This design comes from an exercise in tuning for small area on the open sky130 flow, not from production work.
The RTL was checked by simulation tests, not by an equivalence proof against the original design.
Power is estimated from default activity; no workload was simulated.

<file path="run.sh">
#!/bin/bash
# synth_recipe.tcl (not shown) runs the flow's synth.tcl, then flattens the netlist and writes it again
# the make line also repeats each setting of config.mk as NAME=value (left out here)
make -C /OpenROAD-flow-scripts/flow DESIGN_CONFIG=/design/flow/config.mk WORK_HOME=/design/flow/orfs CLKGATE_MAP_FILE= SYNTH_SCRIPT=/design/flow/synth_recipe.tcl finish
</file>
<file path="config.mk">
export PLATFORM = sky130hd
export DESIGN_NAME = cpu
export DESIGN_NICKNAME = cpu
export VERILOG_FILES = /design/flow/design.v
export SDC_FILE = /design/flow/constraint.sdc
export NUM_CORES = 4
export LEC_CHECK = 0
export CAP_MARGIN = 20
export CORE_MARGIN = 2
export CORE_UTILIZATION = 40
export SLEW_MARGIN = 20
</file>
<file path="constraint.sdc">
create_clock -name core_clock -period 11.5 [get_ports {clk}]
set_input_delay 2.3000 -clock core_clock [delete_from_list [all_inputs] [get_ports {clk}]]
set_output_delay 2.3000 -clock core_clock [all_outputs]
set_load 0.01 [all_outputs]
</file>
<file path="design.v">
module alu#(
  parameter WIDTH = 16
) (
  input [WIDTH-1:0] a,
  input [WIDTH-1:0] b,
  input cond,
  input [5:0] sel,
  output [WIDTH-1:0] out
);
assign out = alu(a, b, cond, sel);
function [WIDTH-1:0] alu(
  input [WIDTH-1:0] a,
  input [WIDTH-1:0] b,
  input cond,
  input [5:0] sel);
begin
  logic [WIDTH-1:0] add;
  logic [WIDTH:0] sub;
  logic of;
  logic zf;
  logic sf;  
  logic lt;  
  logic cf;  
  logic signed [WIDTH-1:0] sb;
  add = b + a;
  sub = b - a;
  of = is_overflow(a[15], b[15], sub[15]);
  zf = sub == {WIDTH{1'b0}};
  sf = sub[15];
  lt = sf ^ of;
  cf = sub[16];
  sb = b;
  casex (sel)
    6'b0000xx: alu = a + sel[1:0];
    6'b000100: alu = ~a;
    6'b0001x1: alu = a ^ 16'h8000;
    6'b000110: alu = a | (a[7] ? 16'hff00 : 16'd0);
    6'b001xxx: alu = b;
    6'b010000: alu = b & a;
    6'b010001: alu = b | a;
    6'b01001x: alu = b ^ a;
    6'b010100: alu = b >> a;
    6'b010101: alu = sb >>> a;
    6'b010110: alu = b << a;
    6'b100000: alu = add;
    6'b100001: alu = sub;
    6'b100010: alu = b * a;
    6'b101000: alu = {{WIDTH-1{1'b0}}, zf};
    6'b101001: alu = {{WIDTH-1{1'b0}}, ~zf};
    6'b101010: alu = lt;
    6'b101011: alu = lt | zf;
    6'b101100: alu = cf;
    6'b101101: alu = cf | zf;
    6'b11xxx0: alu = cond ? a : add;
    6'b11xxx1: alu = cond ? add : a;
    default:   alu = {WIDTH{1'b0}};
  endcase
end
endfunction
function is_overflow(input a, input b, input b_sub_a);
begin
  is_overflow = (b & ~a & ~b_sub_a) | (~b & a & b_sub_a);
end
endfunction
endmodule
module stack#(
  parameter WIDTH = 16,
  parameter DEPTH = 16
) (
  input rst,
  input clk,
  input pop,
  input push,
  input load,
  input [WIDTH-1:0] data_in,
  output [WIDTH-1:0] data0,
  output [WIDTH-1:0] data1
);
logic [WIDTH-1:0] data[0:DEPTH-1];
assign data0 = data[0];
assign data1 = data[1];
integer i;
always @(posedge clk, posedge rst) begin
  if (rst)
    for (i = 0; i < DEPTH; i = i+1) data[i] <= {WIDTH{1'b0}};
  else begin
    if (load)
      data[0] <= data_in;
    else if (pop)
      data[0] <= data[1];
    else if (push)
      data[0] <= {WIDTH{1'b0}};
    if (pop) begin
      for (i = 1; i < DEPTH-1; i = i+1) data[i] <= data[i + 1];
      data[DEPTH-1] <= {WIDTH{1'b0}};
    end
    else if (push) begin
      for (i = 1; i < DEPTH; i = i+1) data[i] <= data[i - 1];
    end
  end
end
endmodule
module signalizer(
  input rst,
  input clk,
  output phase_decode,
  output phase_exec,
  output phase_rdmem,
  output phase_fetch
);
logic reg1, reg2;
assign phase_decode = ~reg1 & ~reg2;
assign phase_exec   =  reg1 & ~reg2;
assign phase_rdmem  =  reg1 &  reg2;
assign phase_fetch  = ~reg1 &  reg2;
always @(posedge clk, posedge rst) begin
  if (rst) begin
    reg1 <= 1'b1;
    reg2 <= 1'b1;
  end else begin
    reg1 <= ~reg2;
    reg2 <= reg1;
  end
end
endmodule
module decoder(
  input [17:0] insn,
  output sign,
  output [15:0] imm_mask,
  output [2:0] src_a,
  output [1:0] src_b,
  output [5:0] alu_sel,
  output wr_stk1,
  output pop,
  output push,
  output load_stk,
  output load_fp,
  output load_gp,
  output load_ip,
  output load_isr,
  output cpop,
  output cpush,
  output byt,
  output dmem_ren,
  output dmem_wen,
  output set_ien, clear_ien,
  output call,
  output pmem_wenh, pmem_wenl
);
assign imm_mask = calc_imm_mask(insn[17:14]);
assign {sign, src_a, src_b, alu_sel,
  load_stk, load_fp, load_gp, load_ip, load_isr,
  push, pop, cpush, cpop,
  wr_stk1, byt, dmem_ren, dmem_wen,
  set_ien, clear_ien, call, pmem_wenh, pmem_wenl} = decode(insn);
function [29:0] decode(input [17:0] insn);
  logic sign;
  logic [2:0] src_a;
  logic [1:0] pp;
  logic [4:0] load;
  sign = insn[11];
  src_a = {1'b0, insn[13:12]};
  pp = insn[7:6];
  load = src_a === 3'h3;
  decode = 30'd0;
  casex (insn)
    18'b11_xxxx_xxxx_xxxx_xxxx:  
      decode = {1'b0, 3'h0, 2'h1,  6'h0f,     18'b10000_1000_0000_00_000};
    18'b00_00xx_xxxx_xxxx_xxxx:  
      decode = {sign, 3'h3,   2'h1,  6'h20,   18'b00010_0010_0000_00_100};
    18'b00_0100_xxxx_xxxx_xxxx:  
      decode = {sign, 3'h3,   2'h1,  6'h20,   18'b00010_0000_0000_00_000};
    18'b00_0101_xxxx_xxxx_xxxx:  
      decode = {sign, src_a, 2'h1,  6'h20,   18'b01000_0000_0000_00_000};
    18'b00_0110_xxxx_xxxx_xxxx:  
      decode = {sign, 3'h3,   2'h1,  6'h30,  18'b00010_0100_0000_00_000};
    18'b00_1000_xxxx_xxxx_xxxx:  
      decode = {1'b0, src_a, 2'h1,  6'h0f,     18'b10000_1000_0110_00_000};
    18'b00_10xx_xxxx_xxxx_xxxx:  
      decode = {1'b0, src_a, 2'h1,  6'h20,   18'b10000_1000_0110_00_000};
    18'b00_1100_xxxx_xxxx_xxxx:  
      decode = {1'b0, src_a, 2'h1,  6'h0f,     18'b00000_0100_0101_00_000};
    18'b00_11xx_xxxx_xxxx_xxxx:  
      decode = {1'b0, src_a, 2'h1,  6'h20,   18'b00000_0100_0101_00_000};
    18'b01_0000_xxxx_xxxx_xxx0:  
      decode = {1'b0, src_a, 2'h1,  6'h0f,     18'b10000_1000_0010_00_000};
    18'b01_00xx_xxxx_xxxx_xxx0:  
      decode = {1'b0, src_a, 2'h1,  6'h20,   18'b10000_1000_0010_00_000};
    18'b01_0000_xxxx_xxxx_xxx1:  
      decode = {1'b0, src_a, 2'h1,  6'h0f,     18'b00000_0100_0001_00_000};
    18'b01_00xx_xxxx_xxxx_xxx1:  
      decode = {1'b0, src_a, 2'h1,  6'h20,   18'b00000_0100_0001_00_000};
    18'b01_01xx_xxxx_xxxx_xxxx:  
      decode = {1'b0, src_a, 2'h1,  6'h20,   18'b10000_1000_0000_00_000};
    18'b01_11xx_0xxx_xxxx_xxxx:  
      decode = {1'b0, 3'h0, 2'h0, insn[5:0],  18'b10000_0000_0000_00_000 | (pp << 11)};
    18'b01_11xx_1xxx_xx00_0x00:  
      decode = {1'b0, 3'h4, 2'h1,  6'h00,     18'b00010_0001_0000_00_000};
    18'b01_11xx_1xxx_xx00_0x01:  
      decode = {1'b0, 3'h0, 2'h1,  6'h00,     18'b00010_0110_0000_00_100};
    18'b01_11xx_1xxx_xx00_0x10:  
      decode = {1'b0, 3'h4, 2'h1,  6'h00,     18'b01000_0001_0000_00_000};
    18'b01_11xx_1xxx_xx00_0x11:  
      decode = {1'b0, 3'h1,   2'h1,  6'h00,     18'b00000_0010_0000_00_000};
    18'b01_11xx_1xxx_xx00_10x0:  
      decode = {1'b0, 3'h0, 2'h1,  6'h00,     18'b10000_0000_0010_00_000};
    18'b01_11xx_1xxx_xx00_1100:  
      decode = {1'b0, 3'h0, 2'h1,  6'h00,     18'b10000_0100_1001_00_000};
    18'b01_11xx_1xxx_xx00_1110:  
      decode = {1'b0, 3'h0, 2'h1,  6'h00,     18'b00000_0100_1001_00_000};
    18'b01_11xx_1xxx_xx00_10x1:  
      decode = {1'b0, 3'h0, 2'h1,  6'h00,     18'b10000_0000_0110_00_000};
    18'b01_11xx_1xxx_xx00_1101:  
      decode = {1'b0, 3'h0, 2'h1,  6'h00,     18'b10000_0100_1101_00_000};
    18'b01_11xx_1xxx_xx00_1111:  
      decode = {1'b0, 3'h0, 2'h1,  6'h00,     18'b00000_0100_1101_00_000};
    18'b01_11xx_1xxx_xxx1_xx0x:  
      decode = {1'b0, 3'h3,   2'h2,  6'h0f,     18'b00010_0010_0000_00_000};
    18'b01_11xx_1xxx_xxx1_xx1x:  
      decode = {1'b0, 3'h4, 2'h1,  6'h00,     18'b00010_0001_0000_10_000};
    18'b01_11xx_1xxx_xx1x_x000:  
      decode = {1'b0, 3'h0, 2'h1,  6'h00,     18'b01000_0100_0000_00_000};
    18'b01_11xx_1xxx_xx1x_x001:  
      decode = {1'b0, 3'h0, 2'h1,  6'h00,     18'b00100_0100_0000_00_000};
    18'b01_11xx_1xxx_xx1x_x010:  
      decode = {1'b0, 3'h0, 2'h1,  6'h00,     18'b00001_0100_0000_00_000};
    18'b01_11xx_1xxx_xx1x_x100:  
      decode = {1'b0, 3'h0, 2'h1,  6'h00,     18'b10000_0100_1000_00_010};
    18'b01_11xx_1xxx_xx1x_x101:  
      decode = {1'b0, 3'h0, 2'h1,  6'h00,     18'b10000_0100_1000_00_001};
  endcase
endfunction
function [15:0] calc_imm_mask(input [3:0] op);
begin
  casex (op)
    4'b11xx: calc_imm_mask = 16'hffff;  
    4'b0000: calc_imm_mask = 16'h3fff;  
    4'b0100: calc_imm_mask = 16'h0ffe;  
    default: calc_imm_mask = 16'h0fff;  
  endcase
end
endfunction
endmodule
module signals(
  input rst,
  input clk,
  input irq,
  input [17:0] insn,
  output sign,
  output [15:0] imm_mask,
  output [2:0] src_a_sel,
  output [1:0] src_b_sel,
  output [5:0] alu_sel,
  output wr_stk1,
  output pop,
  output push,
  output load_stk,
  output load_fp,
  output load_gp,
  output load_ip,
  output load_insn,
  output load_isr,
  output cpop,
  output cpush,
  output byt,
  output dmem_ren,
  output dmem_wen,
  output set_ien, clear_ien,
  output [1:0] phase,
  output pmem_wenh, pmem_wenl
);
logic src_a_fp, src_a_gp, src_a_ip, src_a_cstk;
assign src_a_sel = src_a_fp ? 3'h1
                   : src_a_gp ? 3'h2
                   : src_a_ip ? 3'h3
                   : src_a_cstk ? 3'h4
                   : 3'h0;
assign src_a_fp = phase_half & (insn_src_a === 3'h1) & ~irq_pend;
assign src_a_gp = phase_half & (insn_src_a === 3'h2) & ~irq_pend;
assign src_a_ip = ~phase_half | (insn_src_a === 3'h3) | irq_pend | (insn_call & phase_decode);
assign src_a_cstk = phase_half & (insn_src_a === 3'h4) & ~irq_pend;
assign src_b_sel = irq_pend ? 2'h2 : insn_src_b;
assign alu_sel = phase_exec ? (irq_pend ? 6'h0f : insn_alu_sel) : phase_fetch ? 6'h01 : 6'h00;
assign pop = (insn_pop & ~irq_pend) & phase_exec;
assign push = (insn_push & ~irq_pend) & (insn_dmem_ren ? phase_rdmem : phase_exec);
assign load_stk = (insn_stk & ~irq_pend) & (insn_dmem_ren ? phase_rdmem : phase_exec);
assign load_fp = (insn_fp & ~irq_pend) & phase_exec;
assign load_gp = (insn_gp & ~irq_pend) & phase_exec;
assign load_ip = reload_ip | (phase_fetch & ~irq  );
assign load_insn = phase_fetch;
assign load_isr = (insn_isr & ~irq_pend) & phase_exec;
assign cpop = (insn_cpop & ~irq_pend) & phase_exec;
assign cpush = (insn_cpush | irq_pend) & phase_decode;
assign byt = (insn_byt & ~irq_pend);
assign dmem_ren = phase_rdmem & insn_dmem_ren;
assign dmem_wen = (insn_dmem_wen & ~irq_pend) & phase_exec;
assign set_ien = (insn_set_ien & ~irq_pend) & phase_exec;
assign clear_ien = (insn_clear_ien | irq_pend) & phase_exec;
assign phase = phase_decode ? 2'd0
             : phase_exec ? 2'd1
             : phase_rdmem ? 2'd2 : 2'd3;
assign pmem_wenh = (insn_pmem_wenh & ~irq_pend) & phase_exec;
assign pmem_wenl = (insn_pmem_wenl & ~irq_pend) & phase_exec;
logic phase_decode, phase_exec, phase_rdmem, phase_fetch, irq_pend;
signalizer signalizer(.*);
logic [2:0] insn_src_a;
logic [1:0] insn_src_b;
logic [5:0] insn_alu_sel;
logic insn_pop, insn_push, insn_stk, insn_fp, insn_gp, insn_ip, insn_isr,
  insn_cpop, insn_cpush, insn_byt, insn_dmem_ren, insn_dmem_wen,
  insn_set_ien, insn_clear_ien, insn_call, insn_pmem_wenh, insn_pmem_wenl;
decoder decoder(
  .insn(insn),
  .sign(sign),
  .imm_mask(imm_mask),
  .src_a(insn_src_a),
  .src_b(insn_src_b),
  .alu_sel(insn_alu_sel),
  .wr_stk1(wr_stk1),
  .pop(insn_pop),
  .push(insn_push),
  .load_stk(insn_stk),
  .load_fp(insn_fp),
  .load_gp(insn_gp),
  .load_ip(insn_ip),
  .load_isr(insn_isr),
  .cpop(insn_cpop),
  .cpush(insn_cpush),
  .byt(insn_byt),
  .dmem_ren(insn_dmem_ren),
  .dmem_wen(insn_dmem_wen),
  .set_ien(insn_set_ien),
  .clear_ien(insn_clear_ien),
  .call(insn_call),
  .pmem_wenh(insn_pmem_wenh),
  .pmem_wenl(insn_pmem_wenl)
);
logic reload_ip;
assign reload_ip = (insn_ip | irq_pend) & phase_exec;
logic phase_half;
assign phase_half = phase_decode | phase_exec;
always @(posedge rst, posedge clk) begin
  if (rst)
    irq_pend <= 1'b0;
  else if (phase_fetch)
    irq_pend <= irq;
end
endmodule
module cpu#(
  parameter CLOCK_HZ = 27_000_000
) (
  input  rst,
  input  clk,
  input  irq,
  output dmem_ren,  
  output dmem_wen,  
  output dmem_byt,  
  output [14-1:0] dmem_addr,
  input  [15:0] dmem_rdata,  
  output [15:0] dmem_wdata,  
  output pmem_wenh, pmem_wenl,
  output [14-1:0] pmem_addr,
  input  [17:0] pmem_rdata,  
  output [17:0] pmem_wdata   
);
logic sign, wr_stk1, pop, push,
  load_stk, load_fp, load_gp, load_ip, load_isr, cpop, cpush,
  irq_masked, ien, set_ien, clear_ien, load_insn;
logic [2:0] src_a_sel;
logic [1:0] src_b_sel;
logic [1:0] phase;
logic [5:0] alu_sel;
logic [15:0] stack0, stack1, stack_in, cstack0,
             alu_out, src_a, src_b, imm_mask, dmem_wdata_raw;
logic [15:0] fp, gp, ip, isr;
logic [14-1:0] dmem_addr_d;
logic [17:0] insn;
assign src_a = src_a_sel === 3'h1   ? fp
             : src_a_sel === 3'h2   ? gp
             : src_a_sel === 3'h3   ? ip
             : src_a_sel === 3'h4 ? cstack0
             : stack0;
assign src_b = src_b_sel === 2'd0 ? stack1
               : src_b_sel === 2'd1 ? mask_imm(insn[15:0], imm_mask, sign)
               : isr;
assign stack_in = dmem_ren ? byte_format(dmem_rdata, dmem_byt, dmem_addr_d[0]) : alu_out;
assign dmem_addr = alu_out[14-1:0];
assign dmem_wdata_raw = wr_stk1 ? stack1 : stack0;
assign dmem_wdata = dmem_addr[0] ? {dmem_wdata_raw[7:0], 8'd0} : dmem_wdata_raw;
assign pmem_addr = alu_out[14-1:0];
assign pmem_wdata = {dmem_wdata_raw[1:0], dmem_wdata_raw};
assign irq_masked = ien & irq;
alu alu(
  .a(src_a),
  .b(src_b),
  .cond(stack0[0]),
  .sel(alu_sel),
  .out(alu_out)
);
stack stack(
  .rst(rst),
  .clk(clk),
  .pop(pop),
  .push(push),
  .load(load_stk),
  .data_in(stack_in),
  .data0(stack0),
  .data1(stack1)
);
stack cstack(
  .rst(rst),
  .clk(clk),
  .pop(cpop),
  .push(cpush),
  .load(cpush),
  .data_in(alu_out),
  .data0(cstack0)
);
signals signals(
  .rst(rst),
  .clk(clk),
  .irq(irq_masked),
  .insn(insn),
  .sign(sign),
  .imm_mask(imm_mask),
  .src_a_sel(src_a_sel),
  .src_b_sel(src_b_sel),
  .alu_sel(alu_sel),
  .wr_stk1(wr_stk1),
  .pop(pop),
  .push(push),
  .load_stk(load_stk),
  .load_fp(load_fp),
  .load_gp(load_gp),
  .load_ip(load_ip),
  .load_insn(load_insn),
  .load_isr(load_isr),
  .cpop(cpop),
  .cpush(cpush),
  .byt(dmem_byt),
  .dmem_ren(dmem_ren),
  .dmem_wen(dmem_wen),
  .set_ien(set_ien),
  .clear_ien(clear_ien),
  .phase(phase),
  .pmem_wenh(pmem_wenh),
  .pmem_wenl(pmem_wenl)
);
always @(posedge clk, posedge rst) begin
  if (rst)
    fp <= 16'h4000;
  else if (load_fp)
    fp <= alu_out;
end
always @(posedge clk, posedge rst) begin
  if (rst)
    gp <= 16'h0100;
  else if (load_gp)
    gp <= alu_out;
end
always @(posedge clk, posedge rst) begin
  if (rst)
    ip <= 16'h0;
  else if (load_ip)
    ip <= alu_out;
end
always @(posedge clk, posedge rst) begin
  if (rst)
    isr <= 16'd0;
  else if (load_isr)
    isr <= alu_out;
end
always @(posedge clk, posedge rst) begin
  if (rst)
    insn <= 18'd0;
  else if (load_insn)
    insn <= pmem_rdata;
end
always @(posedge clk, posedge rst) begin
  if (rst)
    dmem_addr_d <= 14'd0;
  else
    dmem_addr_d <= dmem_addr;
end
always @(posedge clk, posedge rst) begin
  if (rst)
    ien <= 1'b1;
  else if (set_ien)
    ien <= 1'b1;
  else if (clear_ien)
    ien <= 1'b0;
end
function [15:0] byte_format(input [15:0] val16, input dmem_byt, input addr1);
begin
  if (~dmem_byt)
    byte_format = val16;
  else begin
    if (addr1)
      byte_format = val16 >> 8;
    else
      byte_format = val16 & 16'h00ff;
  end
end
endfunction
function [15:0] mask_imm(input [15:0] imm16, input [15:0] imm_mask, input sign);
begin
  logic [5:0] sign_bits;
  logic [15:0] masked;
  sign_bits = 6'b111111 ^ imm_mask[15:10];
  masked = imm16 & imm_mask;
  mask_imm = sign ? (masked | (sign_bits << 10)) : masked;
end
endfunction
endmodule
</file>
==> impl_metrics.json <==
{
  "cp_max_fo": 8,
  "firstDrtPassIters": 6,
  "ys_seq_elements": 599,
  "critPathCaptureType": "primary output",
  "maxSlewHeadroom_pct": 25.2,
  "grt_pass1_wl_um": 194000,
  "fin_crit_ns": 11.14,
  "holdPathStages": 0,
  "tightest_slew_ns": 1.12,
  "startpoint_type": "flip-flop",
  "holdCritPathClass": "flip-flop to flip-flop",
  "syn_inst": 4531,
  "clk_path_buf_depth": 3,
  "crit_slowest_cell": "dfrtp_4",
  "gp_congestion": 1.00,
  "max_freq_ghz": 0.0898,
  "grt_max_degree": 274,
  "cts_tree": "built",
  "status": "complete, no violations",
  "vias": 33700,
  "drive_gt1_share_pct": 11.3,
  "ys_warn_count": 7,
  "p_leak_uw": 0.0204,
  "grt_pass1_vias": 32300,
  "setup-violations-final": 0,
  "holdWs_ns": 0.420,
  "cts.htree.levels": 3,
  "dieHeight_um": 313,
  "ys.flop_type": "dfrtp_1",
  "fillers": 9243,
  "antenna_found_initial": 0,
  "cp.required_ns": 9.20,
  "nets": 4780,
  "clock_latency_ns": 0.63,
  "core_um2": 95000,
  "cts_buffers": 71,
  "clock-sinks": 599,
  "postRouteAntennaNets": 0,
  "start_util_pct": 40.3,
  "crit_arrival_ns": 8.84,
  "drt_iter0_markers": 3405,
  "multiInputGateArea_um2": 21300,
  "die_x_um": 313,
  "fin_crit_sh_pct": 96.9,
  "cpPeakStageDelay_ns": 0.54,
  "regArea_um2": 15000,
  "synth_async_sr_flop_share_pct": 100,
  "hpwl_um": 89700,
  "ir_drop_mv": 0.890,
  "port_buffers": 103,
  "synth_area_um2": 38300,
  "maxSlewViolCount": 0,
  "cap_violations": 0,
  "drt_wl_total_um": 125000,
  "area_growth_pct": 14.8,
  "root_buffer": "clkbuf_16",
  "ys_seq_area_share_pct": 39.2,
  "path_clk_slew_ns": 0.06,
  "grt_remaining_overflow": 0,
  "avgSynthCellArea_um2": 8.45,
  "crit_top_cell": "inv_1",
  "routed_via_density": 5.72,
  "synth_edf_count": 0,
  "path_class": "flip-flop to primary output",
  "powerDensity_nw_per_um2": 329,
  "finalClockSkew_ns": 0.0463,
  "drcViolationCount": 0,
  "dieArea_um2": 98200,
  "ctsHoldBuffers": 0,
  "grtUsageTotal_pct": 25.1,
  "power_uw": 14500,
  "ioPinCount": 104,
  "core.rowCount": 113,
  "synth_nets": 4735,
  "wl_per_cell_um": 21.2,
  "synth.distinct_cells": 115,
  "hold_violations": 0,
  "reg2reg_depth": 30
}
-- layer usage --
layer | global-route usage, % | part of all wire, % | vias to the layer above
met5 | 0 | 0 | -
met4 | 10.4 | 4.1 | 0
met3 | 3.88 | 6.6 | 263
met2 | 38.5 | 45 | 1073
met1 | 35.4 | 45 | 16600
li1 | - | - | 15800
-- cell usage in the layout (no fill, tap or decap), types with 44 or more instances in the layout --
cell type	synthesis	layout
xnor2_1	45	44
o21ai_0	356	353
fa_1	83	83
dfrtp_1	594	586
nor3_1	60	57
mux2i_1	282	282
clkdlybuf4s50_1	0	97
mux2_2	51	51
a21oi_1	151	143
ha_1	84	84
nor2_1	444	443
buf_4	40	210
nand3_1	60	58
clkbuf_16	0	72
nand2_1	1001	1000
a31oi_1	255	255
inv_1	175	173
-- sequential cells by signal, summed over array words and instances (netlist names), 16 cells and up --
| register | count |
|---|---|
| insn | 18 |
| cstack.data | 256 |
| ip | 16 |
| isr | 16 |
| gp | 16 |
| fp | 16 |
| stack.data | 256 |
-- area by class of cell --
class / instances / share of cell area (%)
Tap cell: 1265 / 3.60
Inverter: 191 / 1.64
Sequential cell: 599 / 34.1
Clock inverter: 23 / 0.783
Antenna cell: 3 / 0.0171
Timing Repair Buffer: 330 / 6.62
Clock buffer: 103 / 4.77
Multi-Input combinational cell: 3383 / 48.4
-- stage by stage --
| stage | worst slack (ns) | instances | util [%] | instance area (um2) | setup TNS [ns] |
|---|---|---|---|---|---|
| after detailed placement | 0.528 | 5738 | 43.2 | 41000 | 0 |
| after global routing | -0.0355 | 5894 | 46.3 | 44000 | -0.0709 |
| after global placement | 0.566 | 5736 | 43.1 | 41000 | 0 |
| after CTS | 0.0242 | 5867 | 45.8 | 43500 | 0 |
| after floorplan | 1.03 | 4531 | - | 38300 | 0 |
| final | 0.362 | 5897 | 46.3 | 44000 | 0 |
-- cells by family after synthesis --
| family | after synthesis | share of synthesized area (%) |
|---|---|---|
| AND/OR/NAND/NOR | 1743 | 19.1 |
| AO/OA/AOI/OAI | 1073 | 17.9 |
| flip-flops | 599 | 39.2 |
| buffers and inverters | 549 | 5.99 |
| multiplexers | 342 | 9.30 |
| adder cells (fa/ha/maj) | 167 | 7.08 |
| XOR/XNOR | 58 | 1.51 |
-- cell usage after synthesis, drive strengths merged, types with 12 or more instances --
cell type  count  area share, %
a211oi        33           0.68
xnor2         45            1.0
o221ai        13           0.33
or3           16           0.26
nand4         24           0.44
buf          111            1.7
a31oi        256            4.2
a221oi        13           0.31
dfrtp        594             39
nand2b        15           0.25
fa            83            4.3
nor3          60           0.78
a21oi        153            2.0
clkbuf       247            2.4
o22ai         20           0.36
mux2          56            1.7
o2111ai       17           0.42
nor2b         14           0.23
and2          12           0.20
nor2         448            4.4
and3          17           0.28
nand2       1007            9.9
inv          182            1.8
mux2i        282            7.4
o211ai        24           0.53
o21ai        371            4.9
a21o          26           0.51
nor4          19           0.38
nand3         61           0.83
ha            84            2.7
-- critical path: cells and delay by family, from the launching register on --
family                   cells  cell delay (ns)
flip-flops                   1             0.54
AO/OA/AOI/OAI                7             1.15
buffers and inverters       14             1.92
AND/OR/NAND/NOR              7             1.46
adder cells (fa/ha/maj)      7             2.99
XOR/XNOR                     1             0.15
-- path summary, 6_finish.rpt --
path,from,to,slack [ns]
worst max-delay path,insn[15],pmem_addr[9],0.36
worst min-delay path,signals.signalizer.reg1,signals.signalizer.reg2,0.42
worst max register to register,insn[15],stack.data[0][15],2.55
worst min register to register,signals.signalizer.reg1,signals.signalizer.reg2,0.42
max in group asynchronous,rst,cstack.data[11][0],7.52
min in group asynchronous,rst,stack.data[3][9],2.01
-- power breakdown --
part | leakage, uW | switching (uW) | total [uW] | internal [uW]
sequential | 0.00801 | 367 | 2800 | 2440
clock | 0.00120 | 926 | 2320 | 1390
combinational | 0.0112 | 5400 | 9360 | 3960
total | 0.0204 | 6690 | 14500 | 7790
-- timing repair --
action	CTS	global route
resized for setup	8	60
setup endpoints to repair	8	12
setup buffers	3	26
hold endpoints to repair	0	0
pin swaps	3	11

[port drivers added, routing unchanged]
How much do the figures lean on ideal ports? The routed layout below was timed once more, with nothing changed but the port constraints. Step 1 sets driving cells, clkbuf_16 on the clock port and buf_2 on the other inputs (assumed; they add their load-dependent delay and slew). Step 2 adds t to the input delays and takes it off the output delays; t is the mean of the earliest and latest rising clock arrival at the registers after step 1. Input paths then give back, and output paths get back, about the clock's delay inside the block. a / b / c = no drivers / after step 1 / after step 2; a / b = the first two.
t (ns): 0.677
setup WS [ns]: 0.362 / 0.295 / 0.972
worst setup path after step 2: register to output
worst data-port slew with drivers (ns): 0.06
After both steps this run still meets setup and hold. The setup slack of this run moves by -0.067 ns with the drivers and by +0.610 ns with both steps.
